This design comes from an exercise in tuning for small area, a short achievable clock period and few clock cycles on the open sky130 flow, not from production work. Only simulation tests tie the RTL to the original design; equivalence was not proved. Power is estimated from default activity; no workload was simulated.

--- flow/config.mk ---
export PLATFORM = sky130hd
export DESIGN_NAME = cpu
export DESIGN_NICKNAME = cpu
export VERILOG_FILES = /design/flow/design.v
export SDC_FILE = /design/flow/constraint.sdc
export NUM_CORES = 4
export LEC_CHECK = 0
export CAP_MARGIN = 20
export CORE_MARGIN = 2
export CORE_UTILIZATION = 40
export SLEW_MARGIN = 20
--- flow/constraint.sdc ---
create_clock -name core_clock -period 8.0 [get_ports {Clk}]
set_input_delay 1.6000 -clock core_clock [delete_from_list [all_inputs] [get_ports {Clk}]]
set_output_delay 1.6000 -clock core_clock [all_outputs]
set_load 0.01 [all_outputs]
--- flow/design.v ---
`timescale 1ns / 1ps
module cpu(
    input             Clk,
    input             Reset_N,
    output     [15:0] i_address,
    input      [15:0] i_data,
    output reg        d_readM,
    output reg        d_writeM,
    output     [15:0] d_address,
    output     [15:0] d_wdata,
    input      [15:0] d_rdata,
    output reg [15:0] num_inst,
    output reg [15:0] output_port,
    output reg        is_halted
);
    reg [15:0] pc;
    reg [15:0] r0, r1, r2, r3;
    reg        ex_v;           
    reg [15:0] ex_ir;
    reg [15:0] ex_pc1;         
    reg        ex_pt;          
    reg        ex_wen;         
    reg [1:0]  ex_dst;
    reg        mem_wen;
    reg [1:0]  mem_dst;
    reg        mem_ld;
    reg [15:0] mem_res;        
    reg [15:0] mem_wd;
    assign i_address = pc;
    assign d_address = mem_res;
    assign d_wdata   = mem_wd;
    wire [15:0] mem_val = mem_ld ? d_rdata : mem_res;
    function [15:0] rf;
        input [1:0] a;
        case (a)
            2'd0: rf = r0;
            2'd1: rf = r1;
            2'd2: rf = r2;
            default: rf = r3;
        endcase
    endfunction
    wire [3:0] op  = ex_ir[15:12];
    wire [1:0] rs  = ex_ir[11:10];
    wire [1:0] rt  = ex_ir[9:8];
    wire [5:0] fn  = ex_ir[5:0];
    wire [15:0] simm = {{8{ex_ir[7]}}, ex_ir[7:0]};
    wire [15:0] imm0 = {8'h00, ex_ir[7:0]};
    wire [15:0] a = (mem_wen && mem_dst == rs) ? mem_val : rf(rs);
    wire [15:0] b = (mem_wen && mem_dst == rt) ? mem_val : rf(rt);
    wire is_r   = op == 4'd15;
    wire is_br  = op[3:2] == 2'b00;
    wire is_ld  = op == 4'd7;
    wire is_st  = op == 4'd8;
    wire is_wwd = is_r && fn == 6'd28;
    wire is_hlt = is_r && fn == 6'd29;
    wire is_lnk = op == 4'd10 || (is_r && fn == 6'd26);
    reg [15:0] res;
    always @(*) begin
        case (op)
            4'd4, 4'd7, 4'd8: res = a + simm;
            4'd5:             res = a | imm0;
            4'd6:             res = {ex_ir[7:0], 8'h00};
            default: begin
                if (is_lnk) res = ex_pc1;
                else case (fn[2:0])
                    3'd0: res = a + b;
                    3'd1: res = a - b;
                    3'd2: res = a & b;
                    3'd3: res = a | b;
                    3'd4: res = ~a;
                    3'd5: res = -a;
                    3'd6: res = {a[14:0], 1'b0};
                    default: res = {a[15], a[15:1]};
                endcase
            end
        endcase
    end
    wire eq = a == b;
    reg  cond;
    always @(*) begin
        case (op[1:0])
            2'd0: cond = !eq;
            2'd1: cond = eq;
            2'd2: cond = !a[15] && a != 16'h0000;
            default: cond = a[15];
        endcase
    end
    wire        flush  = ex_v && is_br && (cond != ex_pt);
    wire [15:0] ex_tgt = ex_pc1 + simm;
    wire [15:0] fix_pc = ex_pt ? ex_pc1 : ex_tgt;
    wire [3:0]  iop   = i_data[15:12];
    wire [1:0]  irs   = i_data[11:10];
    wire [15:0] pc1   = pc + 16'd1;
    wire        i_r   = iop == 4'd15;
    wire        i_jmp = iop == 4'd9 || iop == 4'd10;
    wire        i_bt  = iop[3:2] == 2'b00 && i_data[7];
    wire        i_jr  = i_r && (i_data[5:0] == 6'd25 || i_data[5:0] == 6'd26);
    wire        i_wait = i_jr && ex_v && ex_wen && ex_dst == irs;
    wire [15:0] i_rsv = (mem_wen && mem_dst == irs) ? mem_val : rf(irs);
    reg        i_wen;
    reg [1:0]  i_dst;
    always @(*) begin
        i_wen = 1'b0;
        i_dst = i_data[9:8];
        case (iop)
            4'd4, 4'd5, 4'd6, 4'd7: i_wen = 1'b1;
            4'd10: begin i_wen = 1'b1; i_dst = 2'd2; end
            4'd15: begin
                i_dst = i_data[7:6];
                if (i_data[5:3] == 3'd0) i_wen = 1'b1;
                if (i_data[5:0] == 6'd26) begin i_wen = 1'b1; i_dst = 2'd2; end
            end
            default: ;
        endcase
    end
    reg [15:0] npc;
    always @(*) begin
        if (flush)       npc = fix_pc;
        else if (i_wait) npc = pc;
        else if (i_jmp)  npc = {pc1[15:12], i_data[11:0]};
        else if (i_bt)   npc = pc1 + {{8{i_data[7]}}, i_data[7:0]};
        else if (i_jr)   npc = i_rsv;
        else             npc = pc1;
    end
    always @(posedge Clk or negedge Reset_N) begin
        if (!Reset_N) begin
            pc          <= 16'h0000;
            r0 <= 16'h0000; r1 <= 16'h0000; r2 <= 16'h0000; r3 <= 16'h0000;
            ex_v        <= 1'b0;
            ex_wen      <= 1'b0;
            mem_wen     <= 1'b0;
            mem_ld      <= 1'b0;
            d_readM     <= 1'b0;
            d_writeM    <= 1'b0;
            num_inst    <= 16'h0000;
            output_port <= 16'h0000;
            is_halted   <= 1'b0;
        end else begin
            pc <= npc;
            ex_v   <= !flush && !i_wait;
            ex_wen <= !flush && !i_wait && i_wen;
            mem_wen  <= ex_v && ex_wen;
            mem_ld   <= ex_v && is_ld;
            d_readM  <= ex_v && is_ld;
            d_writeM <= ex_v && is_st;
            if (mem_wen) begin
                case (mem_dst)
                    2'd0: r0 <= mem_val;
                    2'd1: r1 <= mem_val;
                    2'd2: r2 <= mem_val;
                    default: r3 <= mem_val;
                endcase
            end
            if (ex_v) num_inst <= num_inst + 16'd1;
            if (ex_v && is_wwd) output_port <= a;
            if (ex_v && is_hlt) is_halted <= 1'b1;
        end
    end
    always @(posedge Clk) begin
        ex_ir   <= i_data;
        ex_pc1  <= pc1;
        ex_pt   <= i_bt;
        ex_dst  <= i_dst;
        mem_dst <= ex_dst;
        mem_res <= res;
        mem_wd  <= b;
    end
endmodule
--- flow/run.sh ---
#!/bin/bash
# synth_recipe.tcl (not shown) runs the flow's synth.tcl, then flattens the netlist and writes it again
# the make line also repeats each setting of config.mk as NAME=value (left out here)
make -C /OpenROAD-flow-scripts/flow DESIGN_CONFIG=/design/flow/config.mk WORK_HOME=/design/flow/orfs CLKGATE_MAP_FILE= SYNTH_SCRIPT=/design/flow/synth_recipe.tcl finish
==> summary.txt <==
logic make-up (layout without fill, tap and decap cells):
| family | after synthesis | count (layout) | share of synthesized area [%] |
|---|---|---|---|
| buffers and inverters | 156 | 265 | 4.63 |
| multiplexers | 91 | 91 | 11.0 |
| flip-flops | 187 | 187 | 30.6 |
| XOR/XNOR | 106 | 106 | 6.67 |
| AND/OR/NAND/NOR | 475 | 475 | 15.9 |
| AO/OA/AOI/OAI | 474 | 474 | 21.3 |
| adder cells (fa/ha/maj) | 108 | 108 | 9.82 |
final cells by class:
class,instances,area [um2]
inverter,66,250
sequential,187,4330
multi-input combinational,1254,9190
fill,3398,18300
timing repair buffer,167,1540
clock buffer,18,429
clock inverter,14,126
tap,455,569
flip-flops by register name, indices dropped and copies added, names as in the netlist:
register,flops
ex_pt,1
d_writeM,1
r2,16
ex_ir,16
mem_wen,1
ex_dst,2
ex_v,1
mem_res,16
r0,16
output_port,16
ex_pc1,16
mem_wd,16
is_halted,1
r1,16
d_readM,1
r3,16
mem_dst,2
ex_wen,1
num_inst,16
pc,16
per-stage QoR:
stage | utilization (%) | total power, W
after global placement | 45.7 | 0.00586
after global routing | 47.4 | 0.00731
after CTS | 47.3 | 0.00675
after detailed placement | 45.7 | 0.00589
final | 47.4 | 0.00683
after floorplan | - | 0.00435
layer usage:
layer / global-route usage, % / vias up / routed length [um]
li1: - / 6046 / -
met1: 41.0 / 6379 / 23100
met4: 11.2 / 0 / 1960
met3: 5.35 / 81 / 4660
met2: 41.9 / 650 / 21700
met5: 0 / - / 0
synthesized netlist by cell type, drive strengths merged (7+ instances only):
cell / count
a211oi: 27
a21o: 14
a21oi: 116
a221oi: 19
a22oi: 9
a31oi: 11
and2: 10
and3: 11
buf: 23
clkbuf: 67
dfrtp: 118
dfxtp: 69
ha: 103
inv: 64
mux2: 9
mux2i: 34
mux4: 48
nand2: 176
nand2b: 14
nand3: 34
nand4: 13
nor2: 118
nor2b: 15
nor3: 39
nor4: 12
o211ai: 18
o21a: 17
o21ai: 153
o21bai: 7
o221ai: 11
o22ai: 10
o31ai: 10
xnor2: 76
xor2: 30
path summary, 6_finish.rpt:
kind	to	slack, ns	from	depth (start not counted)
max in group asynchronous	output_port[15]	5.46	Reset_N	2
min	mem_dst[1]	0.37	ex_dst[1]	0
max	pc[2]	1.97	d_rdata[2]	14
min reg2reg	mem_dst[1]	0.37	ex_dst[1]	0
min in group asynchronous	r2[13]	1.26	Reset_N	1
max reg2reg	pc[2]	2.31	d_readM	15
cell usage in the layout, fill, tap and decap left out, types with 15 or more instances in the layout:
cell type / n
a211oi_1: 27
a21oi_1: 114
a221oi_1: 18
buf_4: 52
clkbuf_16: 17
clkdlybuf4s50_1: 115
dfrtp_1: 118
dfxtp_1: 69
ha_1: 103
inv_1: 62
mux2i_1: 33
mux4_2: 46
nand2_1: 176
nand3_1: 32
nor2_1: 118
nor2b_1: 15
nor3_1: 35
o211ai_1: 17
o21a_1: 17
o21ai_0: 152
xnor2_1: 74
xor2_1: 30
report_power, final:
part           internal, W  switching [W]
combinational      0.00184        0.00244
clock             0.000412       0.000426
sequential         0.00130       0.000420
==> results.toml <==
[final_layout]
antenna_cells = 0
final_area_um2 = 16400
area_growth_pct = 16.2
layout.nets = 1835
layout-drive-gt1-share_pct = 9.85
final_cells = 2161

[timing]
tns_ns = 0
post-route-min-period_ns = 6.03
finClkSkew_ns = 0.0153
slew_headroom_pct = 26.2
hold_viol = 0
setup_slack_ns = 1.97
slew_viol_final = 0
setup_viol = 0
fin_crit_sh_pct = 75.4
fmax_mhz = 166
rsz0062_at_grt = "false"
hold_ws_ns = 0.366
tightest_slew_ns = 1.08

[floorplan]
core-area_um2 = 34700
die_height_um = 192
io_pins = 117
die_w_um = 192
die_area_um2 = 36900
row_count = 68
start_util_pct = 40.8

[routing]
drc = 0
wl_per_cell_um = 23.8
vias_per_cell = 6.09
ant_nets = 0
drt_iter0_drc = 1459
routed_wl_mm = 51.4
dr.pass1.iters = 5
via_count = 13200

[clock_tree]
postCtsSetupBuffers = 0
clock-sinks = 187
clk_latency_ns = 0.46
cts-hold-fix-buffers = 0
root_buffer = "clkbuf_16"
cts_tree = "yes"
cts_made_buffers = 17
cts_resized = 0
htree_levels = 4
cts_max_path_buffers = 2
cts.clk_slew.worst_paths_ns = 0.08

[global_routing]
first_global_vias = 12600
grt_use_total_pct = 28.4
grt_start_max_net_pins = 65
grt_overflow = 0
antenna_found_initial = 2
grt_pass1_wl_mm = 78.1

[synth]
async_reset_ff_share_pct = 63.1
synthesis.instances = 1597
synth_nets = 1739
synth.top_cells.by_area = "dfrtp_1, dfxtp_1, ha_1"
synth_edf_count = 0
ys_seq_elements = 187
syn_area_um2 = 14100
ys.flop_type = "dfrtp_1"
ys_seq_area_share_pct = 30.6
synth_cell_types = 88
syn_avg_cell_area_um2 = 8.86
yosysWarnings = 1
synth_top_area_cell = "dfrtp_1"
synth_top_area_share_pct = 20.9

[worst_setup_path]
cp_num_buf_inv = 3
end_kind = "flip-flop"
cp-start-kind = "input pin"
cp_max_fo = 9
max_stage_delay_ns = 0.71
crit_chain = "clkdlybuf4s50_1 -> mux2i_1 -> o21ai_0 -> inv_1 -> ha_1 -> or4b_2 -> nor4_1 -> a21oi_2 -> xnor2_1 -> a41oi_2 -> xnor2_1 -> nor4b_4 -> buf_4 -> mux2i_1"
critPathArrivalTime_ns = 6.41
path_class = "input pin to flip-flop"
cp_top_family = "simple AND/OR/NAND/NOR gates"
cp.required_ns = 8.38
crit_slowest_cell = "or4b_2"

[placed_design]
dp_cells = 2129
pre_cts_ws_ns = 1.54
placed_cell_area_um2 = 15900
routabilityCongestion = 0.981
place_hpwl_mm = 39.2
port_buffers = 116

[job]
drv_cap = 0

[status]
status = "complete, no violations"

[power]
max-vdd-ir-drop_v = 0.000209
p_leak_nw = 6.81
p_per_area_nw_per_um2 = 415

[min_path]
hold_path.class = "flip-flop to flip-flop"
Testbench counts, summed over its fixed seeds: cycles 335,544.

[port drivers added, routing unchanged]
The flow's constraints put no driver on any port. The routed layout listed below was extracted and timed again, unchanged, in two steps. Step 1, drivers: a clkbuf_16 drives Clk and a buf_2 each remaining input, both assumed. Step 2 moves the port delays by t, midway between the first and last clock arrival at a register: inputs arrive t later, outputs are due t later. That takes back most of the time a late clock gives input paths. a / b / c = ideal / step 1 / step 2; a / b = the first two.
shift t [ns]: 0.498
setup slack, ns: 1.969 / 1.990 / 1.492
worst setup path after step 2: input to register
cell pins on the clock port's net: 1
After both steps this run still meets setup and hold. For this run, drivers alone change the setup slack by +0.021 ns; drivers and shift together by -0.477 ns.
